Source: an optimization exercise on an open RTL-to-GDS flow (aim: small area). Production flows keep margins and buffers that such runs may drop.
The RTL was checked by simulation tests, not by an equivalence proof against the original design.
The clock port is modelled as an ideal driver; clocking choices that lean on that would not hold on a real chip.
Power and IR drop assume default switching activity.

==> flow/design.v <==
`timescale 1ns/100ps
`default_nettype none
module convert_hex_to_seven_segment (
	input logic [3:0] hex_value,
	output logic [6:0] converted_value
);
logic [3:0] u;
assign u = hex_value;
assign converted_value[0] = ~(u[3] | u[1]) & (u[2] ^ u[0]);                    
assign converted_value[1] = u[2] & (u[1] ^ u[0]);                               
assign converted_value[2] = ~u[2] & u[1] & ~u[0];                               
assign converted_value[3] = u[2] ? ~(u[1] ^ u[0]) : (~u[1] & u[0]);             
assign converted_value[4] = u[0] | (u[2] & ~u[1]);                              
assign converted_value[5] = ~u[3] & ((~u[2] & (u[1] | u[0])) | (u[1] & u[0]));  
assign converted_value[6] = ~u[3] & ((~u[2] & ~u[1]) | (u[2] & u[1] & u[0]));  
endmodule
module convert_tens_to_seven_segment (
	input logic [2:0] tens_value,
	output logic [6:0] converted_value
);
logic [2:0] t;
assign t = tens_value;
assign converted_value[0] = ~t[1] & (t[2] ^ t[0]);    
assign converted_value[1] = t[2] & t[0];              
assign converted_value[2] = t[1] & ~t[0];             
assign converted_value[3] = ~t[1] & (t[2] ^ t[0]);    
assign converted_value[4] = t[2] | t[0];              
assign converted_value[5] = ~t[2] & (t[1] | t[0]);    
assign converted_value[6] = ~t[2] & ~t[1];            
endmodule
`timescale 1ns/100ps
`default_nettype none
module exercise2 (
		input logic CLOCK_50_I,
		input logic[3:0] PUSH_BUTTON_I,
		input logic[17:0] SWITCH_I,
		output logic[13:0] SEVEN_SEGMENT_N_O,
		output logic[8:0] LED_GREEN_O
);
localparam logic [3:0] PEND = 4'd15;
localparam logic [15:0] LO_F = 16'd40290;    
localparam logic [5:0]  LO_RESET = 6'd34;
localparam logic [15:0] HI_F = 16'd14790;    
localparam logic [6:0]  HI_RESET = 7'd33;
logic resetn;
logic [5:0] lo;
logic [6:0] hi;
logic [3:0] deb [3:0];
logic [3:0] led_green;
logic [3:0] units;
logic [2:0] tens;
logic stop_count, direction;
logic sample_tick, event_slot, count_tick;
logic [3:0] press;
logic at59, at00, at_limit;
assign resetn = ~SWITCH_I[17];
assign sample_tick = (lo & 6'b101011) == 6'b000000;
assign event_slot  = (lo & 6'b101110) == 6'b000000;
assign count_tick  = ((lo & 6'b111010) == 6'b000000) && ((hi & 7'b1111010) == 7'b0110000);
always_ff @ (posedge CLOCK_50_I or negedge resetn) begin
	if (resetn == 1'b0) begin
		lo <= LO_RESET;
		hi <= HI_RESET;
	end else begin
		lo <= {lo[4:0], LO_F[{lo[5], lo[3], lo[1], lo[0]}]};
		if (sample_tick)
			hi <= {hi[5:0], HI_F[{hi[6], hi[4], hi[1], hi[0]}]};
	end
end
genvar gi;
generate
for (gi = 0; gi < 4; gi = gi + 1) begin : g_deb
	always_ff @ (posedge CLOCK_50_I or negedge resetn) begin
		if (resetn == 1'b0) begin
			deb[gi] <= 4'd0;
		end else if (sample_tick) begin
			if (~PUSH_BUTTON_I[gi])
				deb[gi] <= (deb[gi] == 4'd0) ? PEND : 4'd10;
			else if (deb[gi] == PEND)
				deb[gi] <= 4'd9;
			else if (deb[gi] != 4'd0)
				deb[gi] <= deb[gi] - 4'd1;
		end
	end
	assign press[gi] = event_slot && (deb[gi] == PEND);
end
endgenerate
assign at59 = (tens == 3'd5) && (units == 4'd9);
assign at00 = (tens == 3'd0) && (units == 4'd0);
assign at_limit = (at59 && !direction) || (at00 && direction);
always_ff @ (posedge CLOCK_50_I or negedge resetn) begin
	if (resetn == 1'b0) begin
		led_green <= 4'h0;
		stop_count <= 1'b0;
		direction <= 1'b0;
	end else begin
		led_green <= led_green ^ press;
		if (press[0])
			stop_count <= ~stop_count;
		else if (at_limit)
			stop_count <= 1'b1;
		if (press[0] && at_limit)
			direction <= ~direction;
		if (!(at59 || at00)) begin
			if (press[2])
				direction <= 1'b1;
			else if (press[1])
				direction <= 1'b0;
		end
	end
end
always_ff @ (posedge CLOCK_50_I or negedge resetn) begin
	if (resetn == 1'b0) begin
		units <= 4'd0;
		tens <= 3'd0;
	end else if (count_tick && !stop_count) begin
		if (!direction) begin
			if (units == 4'd9) begin
				units <= 4'd0;
				tens <= (tens == 3'd5) ? 3'd0 : tens + 3'd1;
			end else
				units <= units + 4'd1;
		end else begin
			if (units == 4'd0) begin
				units <= 4'd9;
				tens <= (tens == 3'd0) ? 3'd5 : tens - 3'd1;
			end else
				units <= units - 4'd1;
		end
	end
end
convert_hex_to_seven_segment unit0 (
	.hex_value(units),
	.converted_value(SEVEN_SEGMENT_N_O[6:0])
);
convert_tens_to_seven_segment unit1 (
	.tens_value(tens),
	.converted_value(SEVEN_SEGMENT_N_O[13:7])
);
assign LED_GREEN_O = {1'b0,
						~PUSH_BUTTON_I[3], led_green[3],
						~PUSH_BUTTON_I[2], led_green[2],
						~PUSH_BUTTON_I[1], led_green[1],
						~PUSH_BUTTON_I[0], led_green[0]};
endmodule
==> flow/config.mk <==
export PLATFORM = sky130hd
export DESIGN_NAME = exercise2
export DESIGN_NICKNAME = exercise2
export VERILOG_FILES = /design/flow/design.v
export SDC_FILE = /design/flow/constraint.sdc
export NUM_CORES = 4
export LEC_CHECK = 0
export CAP_MARGIN = 20
export CORE_MARGIN = 2
export CORE_UTILIZATION = 60
export GPL_TIMING_DRIVEN = 0
export SLEW_MARGIN = 20
==> flow/constraint.sdc <==
create_clock -name core_clock -period 5.0 [get_ports {CLOCK_50_I}]
set_input_delay 1.0000 -clock core_clock [delete_from_list [all_inputs] [get_ports {CLOCK_50_I}]]
set_output_delay 1.0000 -clock core_clock [all_outputs]
set_load 0.01 [all_outputs]
standard.sh (not shown) runs the stock make flow with config.mk's settings and CLKGATE_MAP_FILE= SYNTH_SCRIPT=/design/flow/synth_recipe.tcl, a recipe that flattens the netlist after the stock synthesis.
==> flow/flow/run.sh <==
#!/bin/bash
# Own layout flow: the standard ORFS flow (standard.sh) with changes that
# only affect how the layout is built, not what it is measured against:
#  * synthesis is the standard one (synth_recipe.tcl: same registers, names and
#    flip-flop cells), except that adders are not pre-mapped to ha/fa cells
#    and ABC maps the combinational logic with an area script (flow/area.abc);
#  * port buffers are sky130_fd_sc_hd__buf_1, and buffers from synthesis are
#    removed at floorplan (REMOVE_ABC_BUFFERS);
#  * the clock: if flow/clkbufs.txt exists ("K cell"), just before CTS the
#    clock sinks are split by position into K groups, each driven by its own
#    clock buffer at the group's centroid (flow/clkbufs.tcl), and TritonCTS
#    then has nothing left to do; otherwise CTS runs with flow/cts_args.txt.
# Each tool's full output is kept in the ORFS logs and in flow_make.log.
set -euo pipefail
W=$(pwd)
F=$W/flow
cp standard.sh flow_standard_copy.log
sed -e "s|^source \$::env(SCRIPTS_DIR)/synth_preamble.tcl|&\nset abc_args [lreplace \$abc_args 1 1 $F/area.abc]|" \
    "$FLOW_HOME/scripts/synth.tcl" > "$W/own_synth_core.tcl"
sed -e "s|\$::env(SCRIPTS_DIR)/synth.tcl|$W/own_synth_core.tcl|" synth_recipe.tcl > "$W/own_synth.tcl"
grep -q "area.abc" "$W/own_synth_core.tcl"
grep -q "own_synth_core" "$W/own_synth.tcl"
export OWN_FLOW_DIR=$F
export BUFFER_PORTS_ARGS="-buffer_cell sky130_fd_sc_hd__buf_1"
# drop the buffers synthesis put between ports at floorplan, as the
# timing-driven placement would otherwise do
export REMOVE_ABC_BUFFERS=1
if [[ -f $F/clkbufs.txt ]]; then
  export PRE_CTS_TCL=$F/clkbufs.tcl
  export CTS_ARGS="-sink_clustering_enable -repair_clock_nets -dont_use_dummy_load"
else
  export CTS_ARGS="$(cat $F/cts_args.txt)"
fi
bash standard.sh SYNTH_SCRIPT="$W/own_synth.tcl" ADDER_MAP_FILE= finish > "$W/flow_make.log" 2>&1
test -f out/final.def
==> flow/flow/clkbufs.tcl <==
# Split the clock sinks into K groups by position and drive each group from
# its own clock buffer placed at the group's centroid; the clock port then
# feeds only these K buffers.
proc own_clock_buffers {K cell} {
  set block [ord::get_db_block]
  set dbu [$block getDbUnitsPerMicron]
  set sinks {}
  foreach pin [get_pins -of_objects [get_nets CLOCK_50_I]] {
    if {[get_property $pin direction] != "input"} { continue }
    set inst [[sta::sta_to_db_pin $pin] getInst]
    set b [$inst getBBox]
    lappend sinks [list [expr {([$b xMin] + [$b xMax]) / 2}] [expr {([$b yMin] + [$b yMax]) / 2}] $pin]
  }
  set n [llength $sinks]
  set xs [lsort -integer [lmap s $sinks {lindex $s 0}]]
  set ys [lsort -integer [lmap s $sinks {lindex $s 1}]]
  set axis [expr {([lindex $xs end] - [lindex $xs 0]) >= ([lindex $ys end] - [lindex $ys 0]) ? 0 : 1}]
  set sinks [lsort -integer -index $axis $sinks]
  for {set k 0} {$k < $K} {incr k} {
    set first [expr {$k * $n / $K}]
    set last [expr {($k + 1) * $n / $K - 1}]
    set grp [lrange $sinks $first $last]
    set sx 0; set sy 0; set pins {}
    foreach s $grp { incr sx [lindex $s 0]; incr sy [lindex $s 1]; lappend pins [lindex $s 2] }
    set cx [expr {double($sx) / [llength $grp] / $dbu}]
    set cy [expr {double($sy) / [llength $grp] / $dbu}]
    insert_buffer -buffer_cell $cell -net CLOCK_50_I -load_pins $pins \
      -location [list $cx $cy] -buffer_name clkbuf_own_$k -net_name clknet_own_$k
  }
}

# K and the buffer cell come from flow/clkbufs.txt
set own_clk_cfg [split [string trim [read [open $::env(OWN_FLOW_DIR)/clkbufs.txt]]]]
own_clock_buffers [lindex $own_clk_cfg 0] [lindex $own_clk_cfg 1]
==> flow/flow/clkbufs.txt <==
4 sky130_fd_sc_hd__clkbuf_4
==> flow/flow/cts_args.txt <==
-sink_clustering_enable -repair_clock_nets -dont_use_dummy_load -root_buf sky130_fd_sc_hd__clkbuf_4 -buf_list sky130_fd_sc_hd__clkbuf_4
Other scripts of this flow, unchanged in this note and not shown: flow/flow/area.abc
Rerun with:
--- a/flow/flow/run.sh
+++ b/flow/flow/run.sh
@@ -7,2 +7 @@
-#  * port buffers are sky130_fd_sc_hd__buf_1, and buffers from synthesis are
-#    removed at floorplan (REMOVE_ABC_BUFFERS);
+#  * port buffers are sky130_fd_sc_hd__buf_1;
@@ -25,3 +23,0 @@
-# drop the buffers synthesis put between ports at floorplan, as the
-# timing-driven placement would otherwise do
-export REMOVE_ABC_BUFFERS=1
removed: flow/flow/clkbufs.txt
Result: Power went up by 1.4%; flip-flop and latch count stays the same; setup slack is worse by 0.17 ns.
Rerun with:
--- a/flow/flow/run.sh
+++ b/flow/flow/run.sh
@@ -7 +7,2 @@
-#  * port buffers are sky130_fd_sc_hd__buf_1;
+#  * port buffers are sky130_fd_sc_hd__buf_1, and buffers from synthesis are
+#    removed at floorplan (REMOVE_ABC_BUFFERS);
@@ -23,0 +25,3 @@
+# drop the buffers synthesis put between ports at floorplan, as the
+# timing-driven placement would otherwise do
+export REMOVE_ABC_BUFFERS=1
Result:
- worst setup slack is better by 0.016 ns
- wire length is about the same
- core utilization came out lower by 0.56 points
- final cell count came out lower by about 0.7%
- maximum frequency came out higher by about 0.6%
- synthesized area stays the same
- synthesized cell count stays the same
- global-route usage came out higher by 0.66 points
Rerun with:
--- a/flow/flow/run.sh
+++ b/flow/flow/run.sh
@@ -7,2 +7 @@
-#  * port buffers are sky130_fd_sc_hd__buf_1, and buffers from synthesis are
-#    removed at floorplan (REMOVE_ABC_BUFFERS);
+#  * port buffers are sky130_fd_sc_hd__buf_1;
@@ -25,3 +23,0 @@
-# drop the buffers synthesis put between ports at floorplan, as the
-# timing-driven placement would otherwise do
-export REMOVE_ABC_BUFFERS=1
==> flow/flow/clkbufs.txt (new file) <==
4 sky130_fd_sc_hd__clkbuf_4
- The changed run ran to the end with no violations
- setup slack is better by 0.16 ns
- wire length hardly moves
- area after synthesis is unchanged
- via count falls slightly
- core utilization rises by 0.32 points
Rerun with:
--- a/flow/flow/run.sh
+++ b/flow/flow/run.sh
@@ -8,4 +8 @@
-#  * the clock: if flow/clkbufs.txt exists ("K cell"), just before CTS the
-#    clock sinks are split by position into K groups, each driven by its own
-#    clock buffer at the group's centroid (flow/clkbufs.tcl), and TritonCTS
-#    then has nothing left to do; otherwise CTS runs with flow/cts_args.txt.
+#  * clock tree synthesis uses the arguments in flow/cts_args.txt.
@@ -22 +18,0 @@
-export OWN_FLOW_DIR=$F
@@ -24,6 +20 @@
-if [[ -f $F/clkbufs.txt ]]; then
-  export PRE_CTS_TCL=$F/clkbufs.tcl
-  export CTS_ARGS="-sink_clustering_enable -repair_clock_nets -dont_use_dummy_load"
-else
-  export CTS_ARGS="$(cat $F/cts_args.txt)"
-fi
+export CTS_ARGS="$(cat $F/cts_args.txt)"
Settings changed: GPL_TIMING_DRIVEN 0 to unset.
removed: flow/flow/clkbufs.tcl
removed: flow/flow/clkbufs.txt
After rerunning: The changed run ran to the end with no violations; register-to-register slack degrades by 0.05 ns; final area goes down by 0.34%; synthesized area stays the same; clock skew is lower by 0.0038 ns; routed wire length climbs by 6.4%; total power rises by 3.0%; cell count does not change; combinational power is about the same.
Rerun with:
==> flow/flow/cts_args.txt (replaced) <==
-sink_clustering_enable -repair_clock_nets -dont_use_dummy_load -root_buf sky130_fd_sc_hd__clkbuf_8 -buf_list sky130_fd_sc_hd__clkbuf_8
Settings changed: CORE_UTILIZATION 60 to 40.
- The new run completed without violations
- wire length went down by about 4.6%
- maximum frequency went up by 3.6%
- worst setup slack gains 0.096 ns
- first-iteration DRC count went down by 36%
- global-route usage went down by 7.9 points
- total power went up by 6.1%
- die area went up by about 46%
- clock skew stays flat
- clock power went up by about 35%
- design area went up by about 3%
- synthesized cell count is unchanged


run 1:
exercise2, a different RTL version from the one above (not shown whole).
Size in the first run: ~42 flip-flops, ~46 I/O pins.
clock: 5.0 ns
lec_check: 0
cap_margin: 20
core_margin: 2
core_utilization: 60
gpl_timing_driven: 0
slew_margin: 20
==> flow/flow/run.sh <==
#!/bin/bash
# Own layout flow: the standard ORFS flow (standard.sh) with changes that
# only affect how the layout is built, not what it is measured against:
#  * synthesis is the standard one (synth_recipe.tcl: same registers, names and
#    flip-flop cells), except that adders are not pre-mapped to ha/fa cells
#    and ABC maps the combinational logic with an area script.  Each script
#    in flow/abc/ is tried (in parallel, in scratch copies of the ORFS work
#    folder) and the one giving the smallest synthesised area is used for the
#    real run;
#  * port buffers are sky130_fd_sc_hd__buf_1, and buffers from synthesis are
#    removed at floorplan (REMOVE_ABC_BUFFERS);
#  * the clock: if flow/clkbufs.txt exists ("K cell"), just before CTS the
#    clock sinks are split by position into K groups, each driven by its own
#    clock buffer at the group's centroid (flow/clkbufs.tcl), and TritonCTS
#    then has nothing left to do; otherwise CTS runs with flow/cts_args.txt.
# Each tool's full output is kept in the ORFS logs and in the *.log files here.
set -euo pipefail
W=$(pwd)
F=$W/flow
cp standard.sh flow_standard_copy.log
export OWN_FLOW_DIR=$F
export BUFFER_PORTS_ARGS="-buffer_cell sky130_fd_sc_hd__buf_1"
# drop the buffers synthesis put between ports at floorplan, as the
# timing-driven placement would otherwise do
export REMOVE_ABC_BUFFERS=1
if [[ -f $F/clkbufs.txt ]]; then
  export PRE_CTS_TCL=$F/clkbufs.tcl
  export CTS_ARGS="-sink_clustering_enable -repair_clock_nets -dont_use_dummy_load"
else
  export CTS_ARGS="$(cat $F/cts_args.txt)"
fi

# synthesis scripts: synth_recipe.tcl with ORFS's synth.tcl replaced by a copy
# whose ABC step uses the given script
make_synth() {  # name abc-script
  sed -e "s|^source \$::env(SCRIPTS_DIR)/synth_preamble.tcl|&\nset abc_args [lreplace \$abc_args 1 1 $2]|" \
      "$FLOW_HOME/scripts/synth.tcl" > "$W/own_synth_core_$1.tcl"
  sed -e "s|\$::env(SCRIPTS_DIR)/synth.tcl|$W/own_synth_core_$1.tcl|" synth_recipe.tcl > "$W/own_synth_$1.tcl"
  grep -q "$2" "$W/own_synth_core_$1.tcl"
  grep -q "own_synth_core_$1" "$W/own_synth_$1.tcl"
}

names=()
for s in "$F"/abc/*.abc; do
  n=$(basename "$s" .abc)
  names+=("$n")
  make_synth "$n" "$s"
  sed -e "s|$W/orfs|$W/try_$n|g" standard.sh > "$W/try_$n.sh"
  grep -q "try_$n" "$W/try_$n.sh"
  bash "$W/try_$n.sh" SYNTH_SCRIPT="$W/own_synth_$n.tcl" ADDER_MAP_FILE= synth > "$W/try_$n.log" 2>&1 &
done
wait
best=""
best_area=""
for n in "${names[@]}"; do
  st=$(find "$W/try_$n" -name synth_stat.txt | head -1)
  a=$(grep -m1 "Chip area for module" "$st" | awk '{print $NF}' || true)
  echo "$n $a" >> "$W/synth_choice.log"
  cp "$(find "$W/try_$n" -name 1_2_yosys.log | head -1)" "$W/try_${n}_yosys.log" || true
  if [[ -n "$a" ]] && { [[ -z "$best_area" ]] || awk -v a="$a" -v b="$best_area" 'BEGIN{exit !(a < b)}'; }; then
    best=$n; best_area=$a
  fi
done
echo "chosen $best $best_area" >> "$W/synth_choice.log"
rm -rf "$W"/try_*/
test -n "$best"
bash standard.sh SYNTH_SCRIPT="$W/own_synth_$best.tcl" ADDER_MAP_FILE= finish > "$W/flow_make.log" 2>&1
test -f out/final.def
==> flow/flow/abc/a2_ds2.abc <==
strash
&get -n
&deepsyn -I 10 -J 200 -S 2
&put
&get -n
&dch -f
&nf -a -R 1000
&put
topo
==> flow/flow/abc/a5_nfp.abc <==
strash
&get -n
&deepsyn -I 4 -J 50
&put
&get -n
&dch -f
&nf -p -a -R 1000
&put
topo
==> flow/flow/abc/a8_mapa3.abc <==
strash
&get -n
&deepsyn -I 4 -J 50
&put
dch -f
map -a
strash
dch -f
map -a
topo
==> flow/flow/abc/a9_mapa5.abc <==
strash
&get -n
&deepsyn -I 10 -J 200 -S 2
&put
dch -f
map -a
topo
Other scripts of this flow, unchanged in this note and not shown: flow/flow/abc/a1_base.abc, flow/flow/abc/a3_mapa.abc, flow/flow/abc/a4_nfE.abc, flow/flow/abc/a6_amap.abc, flow/flow/abc/a7_mapa2.abc, flow/flow/clkbufs.tcl, flow/flow/clkbufs.txt
Edits applied to the flow inputs when going from run 1 to run 2:
==> flow/flow/abc/b1_amap3.abc (new file) <==
strash
&get -n
&deepsyn -I 10 -J 200 -S 2
&put
dch -f
amap
topo
==> flow/flow/abc/b2_amap4.abc (new file) <==
strash
&get -n
&deepsyn -I 4 -J 50
&put
dch -f
amap -m
topo
==> flow/flow/abc/b3_amap6.abc (new file) <==
strash
&get -n
&deepsyn -I 4 -J 50
&put
dch -f
amap -F 100 -A 50
topo
==> flow/flow/abc/b4_amap11.abc (new file) <==
strash
&get -n
&deepsyn -I 10 -J 200 -S 4
&put
dch -f
amap
topo
==> flow/flow/abc/b5_amap9.abc (new file) <==
strash
&get -n
&deepsyn -I 10 -J 200 -S 2
&put
dch -f
amap -m
topo
removed: flow/flow/abc/a2_ds2.abc
removed: flow/flow/abc/a5_nfp.abc
removed: flow/flow/abc/a8_mapa3.abc
removed: flow/flow/abc/a9_mapa5.abc
[summary]
- Mapped cell area in run 2 vs run 1: down 8.8 um^2
- In run 2, the power came out 0.0043 mW below the value in run 1.
- Sort run 1 and run 2 by cell count after synthesis desc -> top: run 1
- A critical path launch point of units[0] is what run 2 shows, while units[2] belongs to run 1.
- Diff run 1 -> run 2: worst max-slew margin expressed relative to the limit down 7.3 points; worst reg-to-reg path cell count fell by 1.
- Going from run 1 to run 2, setup slack has decreased, area added between synthesis and finish has decreased.

separate check: timing with driven ports:
How much do the figures lean on ideal ports? The routed layouts below were timed once more, with nothing changed but the port constraints. Step 1 sets driving cells, clkbuf_16 on the clock port and buf_2 on the other inputs (assumed; they add their load-dependent delay and slew). Step 2 times the ports against the registers' clock, not the clock port: input delays grow and output delays shrink by t, the midpoint of the rising clock arrivals with the driver on. Slacks: ideal ports / drivers / drivers and shift; pairs: ideal ports / drivers.
run | t (ns) | setup WS [ns] | latest minus earliest clock arrival (ns) | worst data-port slew with drivers (ns)
the first run of note 1 | 0.208 | 2.449 / 2.409 / 2.614 | 0.012 / 0.013 | 0.03
the second run of note 1 | 0.357 | 2.274 / 2.252 / 2.610 | 0.015 / 0.015 | 0.03
the third run of note 1 | 0.353 | 2.290 / 2.267 / 2.608 | 0.019 / 0.019 | 0.03
the fourth run of note 1 | 0.204 | 2.446 / 2.405 / 2.609 | 0.014 / 0.013 | 0.03
the fifth run of note 1 | 0.361 | 2.224 / 2.203 / 2.564 | 0.010 / 0.010 | 0.03
the sixth run of note 1 | 0.306 | 2.320 / 2.295 / 2.588 | 0.008 / 0.008 | 0.03
run 1 | 0.203 | 2.136 / 2.097 / 2.300 | 0.015 / 0.016 | 0.03
run 2 | 0.201 | 2.086 / 2.048 / 2.199 | 0.012 / 0.012 | 0.03
After both steps setup and hold are still met in every run listed.
